What follows belongs to an exercise in optimizing a design on an open flow for small area, a short achievable clock period and few clock cycles per item; a production flow would make more cautious choices.
In this exercise RTL edits were held to simulation tests only and were not proved equivalent to the original.
Power and IR drop assume default switching activity.

// divisor_secuencial
module divisor_secuencial #(
    parameter N = 32
) (
    input  logic             clk,
    input  logic             rst,
    input  logic             valid,
    input  logic [N-1:0]     A,
    input  logic [N-1:0]     B,
    output logic [N-1:0]     Q,
    output logic [N-1:0]     R,
    output logic             done,
    output logic             error
);
Size in the first run: about 120 flip-flops, roughly 130 I/O pins, ~0.0082 sq mm of cells after synthesis.
Settings: LEC_CHECK=0, CAP_MARGIN=20, CORE_MARGIN=2, CORE_UTILIZATION=40, PLACE_DENSITY=0.6, SLEW_MARGIN=20; clock period 10.0 ns.
standard.sh (not shown) runs the stock make flow with config.mk's settings and CLKGATE_MAP_FILE= SYNTH_SCRIPT=/design/flow/synth_recipe.tcl, a recipe that flattens the netlist after the stock synthesis.
==> flow/flow/run.sh <==
#!/bin/bash
# The standard layout (standard.sh), with changes to how it is made only:
#  - the ports are buffered with sky130_fd_sc_hd__buf_2 instead of the resizer's default pick;
#  - repair_timing aims for extra setup slack at the design's 10 ns clock.
# The SDC, the clock period and everything else are the standard flow's own.
bash standard.sh "BUFFER_PORTS_ARGS=-buffer_cell sky130_fd_sc_hd__buf_2" SETUP_SLACK_MARGIN=7.0 finish > standard.log 2>&1
Testbench counts at the start, summed over its fixed seeds: cycles 32,125, items 3,600.
Edit:
==> flow/flow/run.sh (replaced) <==
#!/bin/bash
bash standard.sh "BUFFER_PORTS_ARGS=-buffer_cell sky130_fd_sc_hd__buf_2" SETUP_SLACK_MARGIN=6.8 CTS_BUF_LIST=sky130_fd_sc_hd__clkbuf_8 TNS_END_PERCENT=0 finish > standard.log 2>&1
=>
- The new run completed without violations
- design area drops by 11%
- total power is lower by 10%
- setup slack loses 76 ps
- via count is lower by 6.4%
- synthesized area does not change
- non-clock buffer count fell by 59
- combinational power goes down by 11%
- wire length goes down by 9.8%
- first-iteration DRC count fell by 28%
- hold slack improves by 3.4 ps
- fmax came out lower by 2.3%
Edit:
==> flow/flow/run.sh (replaced) <==
#!/bin/bash
# The standard layout (standard.sh), with changes to how it is made only:
#  - the ports are buffered with sky130_fd_sc_hd__buf_2 instead of the resizer's default pick;
#  - repair_timing aims for extra setup slack at the design's 10 ns clock;
#  - denser placement.
# The SDC, the clock period and everything else are the standard flow's own.
bash standard.sh "BUFFER_PORTS_ARGS=-buffer_cell sky130_fd_sc_hd__buf_2" SETUP_SLACK_MARGIN=7.5 CORE_UTILIZATION=55 PLACE_DENSITY=0.75 finish > standard.log 2>&1
The new run completed with no timing, DRC or antenna violations.
Wire length increases by about 28%.
Non-clock buffer count grows by 91.
Sequential power goes up by about 6%.
Setup slack improved by 94 ps.
Global-route usage came out higher by 12 points.
Power rose by 29%.
Sequential share of layout area is lower by 4.9 points.
Critical path depth stays the same.
Edit:
==> flow/flow/run.sh (replaced) <==
#!/bin/bash
# The standard layout (standard.sh), with two changes to how it is made:
#  - the ports are buffered with sky130_fd_sc_hd__buf_2 instead of the resizer's default pick;
#  - repair_timing aims for 6.8 ns of setup slack at the design's 10 ns clock.
# The SDC, the clock period and everything else are the standard flow's own.
bash standard.sh "BUFFER_PORTS_ARGS=-buffer_cell sky130_fd_sc_hd__buf_2" SETUP_SLACK_MARGIN=6.8 finish > standard.log 2>&1
=> The changed run finished clean; worst setup slack improves by 30 ps; non-clock buffer count fell by 85; global-route usage fell by 11 points; routed wire length shrinks by about 20%.

========
== P ==
Another version of the RTL of divisor_secuencial (not shown whole).
For scale: roughly 1000 cells after synthesis, about 120 flip-flops.
Settings: LEC_CHECK=0, CAP_MARGIN=20, CORE_MARGIN=2, CORE_UTILIZATION=40, PLACE_DENSITY=0.6, SLEW_MARGIN=20; clock period 10.0 ns.
==> flow/flow/run.sh <==
#!/bin/bash
# The standard layout (standard.sh), with changes to how it is made only:
#  - the ports are buffered with sky130_fd_sc_hd__buf_2 instead of the resizer's default pick;
#  - The clock tree is built from sky130_fd_sc_hd__clkbuf_8.
#  - repair_timing aims for extra setup slack at the design's 10 ns clock.
#  - denser placement (PLACE_DENSITY 0.7).
# The SDC, the clock period and everything else are the standard flow's own.
bash standard.sh "BUFFER_PORTS_ARGS=-buffer_cell sky130_fd_sc_hd__buf_2" SETUP_SLACK_MARGIN=7.0 CTS_BUF_LIST=sky130_fd_sc_hd__clkbuf_8 PLACE_DENSITY=0.7 finish > standard.log 2>&1
P ended with every stage complete and zero timing, DRC or antenna violations.
Testbench counts of P, summed over its fixed seeds: cycles 30,393, items 3,600.
The inputs of Q differ from those of P as listed below.
diff --git a/flow/flow/run.sh b/flow/flow/run.sh
--- a/flow/flow/run.sh
+++ b/flow/flow/run.sh
@@ -6 +5,0 @@
-#  - denser placement (PLACE_DENSITY 0.7).
@@ -8 +7 @@
-bash standard.sh "BUFFER_PORTS_ARGS=-buffer_cell sky130_fd_sc_hd__buf_2" SETUP_SLACK_MARGIN=7.0 CTS_BUF_LIST=sky130_fd_sc_hd__clkbuf_8 PLACE_DENSITY=0.7 finish > standard.log 2>&1
+bash standard.sh "BUFFER_PORTS_ARGS=-buffer_cell sky130_fd_sc_hd__buf_2" SETUP_SLACK_MARGIN=6.9 CTS_BUF_LIST=sky130_fd_sc_hd__clkbuf_8 finish > standard.log 2>&1
## What came out
Clock period minus worst slack ended up 0.025 ns higher on Q than on P.
Wire length on met2 | Q above P
Number of global-route vias before repair, P and Q, lower one = Q.

========
Setup of try-harbor:
Starting RTL as in the previous note.
clock: 10.0 ns
lec_check: 0
cap_margin: 20
core_margin: 2
core_utilization: 40
place_density: 0.6
slew_margin: 20
==> flow/flow/run.sh <==
#!/bin/bash
# The standard layout (standard.sh), with changes to how it is made only:
#  - the ports are buffered with sky130_fd_sc_hd__buf_2 instead of the resizer's default pick;
#  - The clock tree is built from sky130_fd_sc_hd__clkbuf_8.
#  - repair_timing aims for extra setup slack at the design's 10 ns clock.
#  - denser placement (PLACE_DENSITY 0.8).
# The SDC, the clock period and everything else are the standard flow's own.
bash standard.sh "BUFFER_PORTS_ARGS=-buffer_cell sky130_fd_sc_hd__buf_2" SETUP_SLACK_MARGIN=6.9 CTS_BUF_LIST=sky130_fd_sc_hd__clkbuf_8 PLACE_DENSITY=0.8 finish > standard.log 2>&1
Testbench counts of try-harbor, summed over its fixed seeds: cycles 30,393, items 3,600.
Relative to try-harbor, the following input files were edited for try-yarrow:
-- flow/flow/run.sh --
<<< try-harbor, line 6
#  - denser placement (PLACE_DENSITY 0.8).
>>> try-yarrow, line 6
<<< try-harbor, line 8
bash standard.sh "BUFFER_PORTS_ARGS=-buffer_cell sky130_fd_sc_hd__buf_2" SETUP_SLACK_MARGIN=6.9 CTS_BUF_LIST=sky130_fd_sc_hd__clkbuf_8 PLACE_DENSITY=0.8 finish > standard.log 2>&1
>>> try-yarrow, line 7
bash standard.sh "BUFFER_PORTS_ARGS=-buffer_cell sky130_fd_sc_hd__buf_2" SETUP_SLACK_MARGIN=6.8 CTS_BUF_LIST=sky130_fd_sc_hd__clkbuf_8 finish > standard.log 2>&1
Results
The run showing the smaller wire length of the first global-routing pass is try-harbor.
Between try-yarrow and try-harbor, it is try-yarrow whose clock-buffer cell count is lower, by 1.
Result: PASS for each of try-harbor and try-yarrow
On critical path depth: between try-harbor and try-yarrow, it ends up higher for try-yarrow.
Compared with try-harbor, in try-yarrow non-clock buffer count increased 9; transition time at the pin with the least slew margin grew by 0.099 ns; area of all placed cells without fillers has remained practically unchanged; maximum frequency down about 0.4%; share of power burned in combinational logic decreased 0.3 points.
Clock group share of total power, try-harbor and try-yarrow, lower one = try-harbor.
In the metrics for try-harbor and try-yarrow, the one carrying the lower worst slack on hold paths is try-yarrow.
Input-level comparison between try-sierra and try-yarrow:
-- flow/flow/run.sh --
<<< try-yarrow, line 6
>>> try-sierra, line 6
#  - denser placement (PLACE_DENSITY 0.7).
<<< try-yarrow, line 7
bash standard.sh "BUFFER_PORTS_ARGS=-buffer_cell sky130_fd_sc_hd__buf_2" SETUP_SLACK_MARGIN=6.8 CTS_BUF_LIST=sky130_fd_sc_hd__clkbuf_8 finish > standard.log 2>&1
>>> try-sierra, line 8
bash standard.sh "BUFFER_PORTS_ARGS=-buffer_cell sky130_fd_sc_hd__buf_2" SETUP_SLACK_MARGIN=6.8 CTS_BUF_LIST=sky130_fd_sc_hd__clkbuf_8 PLACE_DENSITY=0.7 finish > standard.log 2>&1
[summary]
Across try-yarrow and try-sierra, the outcome is the same: a clean finish for every run. Looking at try-yarrow and try-sierra, the clock share of power is a wash. Between try-sierra and try-yarrow, it is try-sierra whose total of cells resized after clock tree synthesis is higher, by 1. Compared with try-yarrow, try-sierra shows a proportion of cell area occupied by registers that is 0.24 points higher. try-yarrow → try-sierra: number of antenna violations at the first check in global routing -1, combinational power share -0.7 points, count of placed standard cells in the final layout, fillers left out -9. In the tables for try-yarrow and try-sierra, met2 wire length reads lower with try-sierra.
Inputs modified between try-sierra and try-zinc:
-- flow/flow/run.sh --
<<< try-sierra, line 6
#  - denser placement (PLACE_DENSITY 0.7).
>>> try-zinc, line 6
<<< try-sierra, line 8
bash standard.sh "BUFFER_PORTS_ARGS=-buffer_cell sky130_fd_sc_hd__buf_2" SETUP_SLACK_MARGIN=6.8 CTS_BUF_LIST=sky130_fd_sc_hd__clkbuf_8 PLACE_DENSITY=0.7 finish > standard.log 2>&1
>>> try-zinc, line 7
bash standard.sh "BUFFER_PORTS_ARGS=-buffer_cell sky130_fd_sc_hd__buf_2" SETUP_SLACK_MARGIN=7.0 CTS_BUF_LIST=sky130_fd_sc_hd__clkbuf_8 finish > standard.log 2>&1
==> comparison <==
[try-zinc] share of the clock period used by the worst path after layout fell 0.67 points relative to try-sierra. Relative to try-sierra, the overall power of the completed layout measured on try-zinc has increased by a little under 10%. When try-zinc is measured against try-sierra, its number of cell instances on the worst register-to-register path turns out 3 higher. On register cell area after layout, try-zinc and try-sierra are basically level. try-zinc finished all stages; the layout is clean. s_done as the worst setup path startpoint was reported by try-sierra, and x_reg[4] by try-zinc.
## Diff of input files: try-lagoon against try-zinc
-- flow/flow/run.sh --
<<< try-zinc, line 4
#  - The clock tree is built from sky130_fd_sc_hd__clkbuf_8.
>>> try-lagoon, line 4
#  - The clock tree is built from sky130_fd_sc_hd__clkbuf_4 and _8.
<<< try-zinc, line 7
bash standard.sh "BUFFER_PORTS_ARGS=-buffer_cell sky130_fd_sc_hd__buf_2" SETUP_SLACK_MARGIN=7.0 CTS_BUF_LIST=sky130_fd_sc_hd__clkbuf_8 finish > standard.log 2>&1
>>> try-lagoon, line 7
bash standard.sh "BUFFER_PORTS_ARGS=-buffer_cell sky130_fd_sc_hd__buf_2" SETUP_SLACK_MARGIN=6.9 "CTS_BUF_LIST=sky130_fd_sc_hd__clkbuf_4 sky130_fd_sc_hd__clkbuf_8" finish > standard.log 2>&1
Results
- Delta (try-lagoon minus try-zinc): site row count has remained practically unchanged; area of all placed cells without fillers fell 4.4%.
- try-zinc -> try-lagoon: count of clock-net buffers in the final layout delta 0, exact match
- Taking try-zinc as the reference point, the fraction of standard cell area in multi-input logic of try-lagoon rises by 1.4 points.

========
Setup of run A:
RTL: one of the versions met above, not the one the previous note started from.
For scale: about 970 cells after synthesis, about 8200 um2 of cells after synthesis.
clock: 10.0 ns
lec_check: 0
cap_margin: 20
core_margin: 2
core_utilization: 40
place_density: 0.6
slew_margin: 20
==> flow/flow/run.sh <==
#!/bin/bash
# The standard layout (standard.sh), with changes to how it is made only:
#  - the ports are buffered with sky130_fd_sc_hd__buf_2 instead of the resizer's default pick;
#  - repair_timing aims for extra setup slack at the design's 10 ns clock.
# The SDC, the clock period and everything else are the standard flow's own.
bash standard.sh "BUFFER_PORTS_ARGS=-buffer_cell sky130_fd_sc_hd__buf_2" SETUP_SLACK_MARGIN=6.5 finish > standard.log 2>&1
Run A ended with every stage complete and zero timing, DRC or antenna violations.
Testbench counts of run A, summed over its fixed seeds: cycles 32,125, items 3,600.
Input-level comparison between run B and run A:
==> flow/flow/run.sh <==
#!/bin/bash
set -e
here=$PWD
cat > my_synth.tcl <<EOT
proc abc {args} {
  set i [lsearch -exact \$args -script]
  if {\$i >= 0} { lset args [expr {\$i + 1}] $here/flow/area.abc }
  set j [lsearch -exact \$args -D]
  if {\$j >= 0} { lset args [expr {\$j + 1}] 2800 }
  yosys abc {*}\$args
}
source $here/synth_recipe.tcl
EOT
bash standard.sh SYNTH_SCRIPT=$here/my_synth.tcl "BUFFER_PORTS_ARGS=-buffer_cell sky130_fd_sc_hd__buf_2" SETUP_SLACK_MARGIN=6.8 CTS_BUF_LIST=sky130_fd_sc_hd__clkbuf_8 finish > standard.log 2>&1
==> flow/flow/area.abc (new file) <==
&get -n
&st
&syn2
&dch
&nf -R 1000
&put
topo
dnsize -c
Notes after the runs:
- Combinational logic power grows by a few percent when moving from run A to run B.
- Summary of run B over run A: clock-cell share of area dropped 1.3 points, transition time at the pin with the least slew margin down 0.050 ns, final weighted congestion of routability-driven global placement shows an increase of about 8%, max-slew violation total from the final report roughly the same.
- Relative to run A, worst hold margin has gone up in run B.
- Relative to run A, the initial core utilization of run B is higher by 0.41 points.
[inputs] run C vs run B
==> flow/run.sh (new file) <==
#!/bin/bash
# synth_recipe.tcl (not shown) runs the flow's synth.tcl, then flattens the netlist and writes it again
# the make line also repeats each setting of config.mk as NAME=value (left out here)
make -C /OpenROAD-flow-scripts/flow DESIGN_CONFIG=/design/flow/config.mk WORK_HOME=/design/flow/orfs CLKGATE_MAP_FILE= SYNTH_SCRIPT=/design/flow/synth_recipe.tcl finish
removed: flow/flow/run.sh
removed: flow/flow/area.abc
removed: flow/standard.sh
[summary]
- Looking at type of the worst setup path, the reg -> reg result is from run B; the in -> reg one comes from run C.
- Per the comparison of run C with run B, footprint of the flip-flops and latches shows no meaningful change; sequential power shows an increase of about 2.2%; wire length on met2 shows an increase of 910 um; number of cell rows shows an increase of about 6%.
- Final worst-path setup slack: run C vs run B down 0.47 ns
- Area of the die of run C exceeds that of run B by more than 10%.
- Run C: global-route wire length before repair higher than run B
- Core footprint in run C is 2100 um2 higher than in run B
- Relative to run B, the post-route cell area measured on run C has increased by a little under 10%.
- Run C: switching power as a share of total power is 0.27 points lower than what run B reported.
- Looking at depth of the worst register-to-register path, run C sits 4 below run B.
Relative to run C, the following input files were edited for run D:
==> flow/flow/run.sh (new file) <==
#!/bin/bash
set -e
here=$PWD
cat > my_synth.tcl <<EOT
proc abc {args} {
  set i [lsearch -exact \$args -script]
  if {\$i >= 0} { lset args [expr {\$i + 1}] $here/flow/area.abc }
  set j [lsearch -exact \$args -D]
  if {\$j >= 0} { lset args [expr {\$j + 1}] 2800 }
  yosys abc {*}\$args
}
source $here/synth_recipe.tcl
EOT
bash standard.sh SYNTH_SCRIPT=$here/my_synth.tcl "BUFFER_PORTS_ARGS=-buffer_cell sky130_fd_sc_hd__buf_2" SETUP_SLACK_MARGIN=6.8 finish > standard.log 2>&1
==> flow/flow/area.abc (new file) <==
&get -n
&st
&syn2
&dch
&nf -R 1000
&put
topo
dnsize -c
==> flow/standard.sh (new file) <==
#!/bin/bash
# synth_recipe.tcl (not shown) runs the flow's synth.tcl, then flattens the netlist and writes it again
# the make line also repeats each setting of config.mk as NAME=value (left out here)
make -C /OpenROAD-flow-scripts/flow DESIGN_CONFIG=/design/flow/config.mk WORK_HOME=/design/flow/orfs CLKGATE_MAP_FILE= SYNTH_SCRIPT=/design/flow/synth_recipe.tcl "${@:-finish}"
removed: flow/run.sh
==> comparison <==
Run D: flow completed, timing, DRC and antenna clean. Run D ended with more highest achievable clock rate than run C. Run D vs. run C: final design area excluding fillers fell by 530 um2, distinct cell type count of the synthesized netlist fell by about 40%. Compared with run C, run D shows number of global-route vias before repair that has gone up slightly. Sort run C and run D by global-route usage, descending, and run D comes first. Critical path's slowest cell: sky130_fd_sc_hd__nor4_1 -> run C, sky130_fd_sc_hd__edfxtp_1 -> run D.
### run D -> run E
==> flow/flow/run.sh <==
#!/bin/bash
# The standard layout (standard.sh), with changes to how it is made only:
#  - the ports are buffered with sky130_fd_sc_hd__buf_2 instead of the resizer's default pick;
#  - repair_timing aims for extra setup slack at the design's 10 ns clock.
# The SDC, the clock period and everything else are the standard flow's own.
bash standard.sh "BUFFER_PORTS_ARGS=-buffer_cell sky130_fd_sc_hd__buf_2" SETUP_SLACK_MARGIN=6.8 CTS_BUF_LIST=sky130_fd_sc_hd__clkbuf_8 finish > standard.log 2>&1
removed: flow/flow/area.abc
==> notes.md <==
Looking at multi-input gate area in the final layout across run E and run D, the one that comes out higher is run E.
Between run E and run D, power is higher for run D, run E comes in under that.
Run E has more setup slack than run D.
Comparing run E and run D, the higher synthesized area is on run E.
Compared with run D, in run E net count of the finished layout fell 40, via count of the routed design rose 36, fmax rose 6.0%.
Against run D, run E comes in 160 um higher on routed length on met3.
When run E is set beside run D, its sequential share of cell area turns out to be 0.26 points larger.
Run E | status: complete | timing, DRC, antenna: pass
Run E against run D: total of plain and repair buffers excluding clock buffers shrank by 21; starting utilization of the core area shrank by 0.41 points.

==> what the ideal ports hide <==
The results above use ideal ports. As a check the final layouts listed here were re-extracted and re-timed, cells and wires unchanged. Step 1 (the two cells are an assumption about what drives the block):
set clk [get_ports {clk}]
set_driving_cell -lib_cell sky130_fd_sc_hd__clkbuf_16 $clk
set_driving_cell -lib_cell sky130_fd_sc_hd__buf_2 [delete_from_list [all_inputs] $clk]
Step 2 moves the port delays by t, midway between the first and last clock arrival at a register: inputs arrive t later, outputs are due t later. That takes back most of the time a late clock gives input paths. Slacks: ideal / step 1 / step 2; pairs: ideal / step 1.
run | shift t [ns] | setup slack, ns | hold slack, ns | clock arrival spread, ns | worst slew at a driven data input, ns
the first run of note 1 | 0.474 | 6.756 / 6.756 / 6.481 | 0.451 / 0.451 / 0.451 | 0.014 / 0.014 | 0.06
the second run of note 1 | 0.494 | 6.680 / 6.680 / 6.223 | 0.455 / 0.455 / 0.455 | 0.016 / 0.016 | 0.07
the third run of note 1 | 0.475 | 6.774 / 6.774 / 6.477 | 0.473 / 0.473 / 0.473 | 0.012 / 0.012 | 0.08
the fourth run of note 1 | 0.465 | 6.804 / 6.804 / 6.414 | 0.452 / 0.452 / 0.452 | 0.008 / 0.008 | 0.05
P | 0.502 | 6.953 / 6.913 / 6.505 | 0.458 / 0.458 / 0.458 | 0.010 / 0.011 | 0.06
Q | 0.516 | 6.927 / 6.889 / 6.443 | 0.460 / 0.460 / 0.460 | 0.011 / 0.011 | 0.04
try-harbor | 0.494 | 6.907 / 6.870 / 6.435 | 0.459 / 0.459 / 0.459 | 0.013 / 0.013 | 0.06
try-yarrow | 0.500 | 6.894 / 6.879 / 6.413 | 0.453 / 0.453 / 0.453 | 0.014 / 0.014 | 0.04
try-sierra | 0.502 | 6.871 / 6.831 / 6.404 | 0.460 / 0.460 / 0.460 | 0.010 / 0.011 | 0.05
try-zinc | 0.517 | 6.937 / 6.899 / 6.549 | 0.460 / 0.460 / 0.460 | 0.010 / 0.010 | 0.04
try-lagoon | 0.516 | 6.927 / 6.889 / 6.443 | 0.460 / 0.460 / 0.460 | 0.011 / 0.011 | 0.04
run A | 0.466 | 6.616 / 6.638 / 6.172 | 0.452 / 0.452 / 0.452 | 0.008 / 0.008 | 0.05
run B | 0.496 | 6.600 / 6.600 / 6.380 | 0.457 / 0.457 / 0.457 | 0.013 / 0.014 | 0.06
run C | 0.460 | 6.134 / 6.155 / 5.695 | 0.456 / 0.456 / 0.456 | 0.012 / 0.012 | 0.06
run D | 0.472 | 6.585 / 6.585 / 6.393 | 0.452 / 0.452 / 0.452 | 0.011 / 0.011 | 0.06
run E | 0.479 | 6.778 / 6.778 / 6.427 | 0.455 / 0.455 / 0.455 | 0.009 / 0.009 | 0.05
After both steps setup and hold are still met in every run listed.
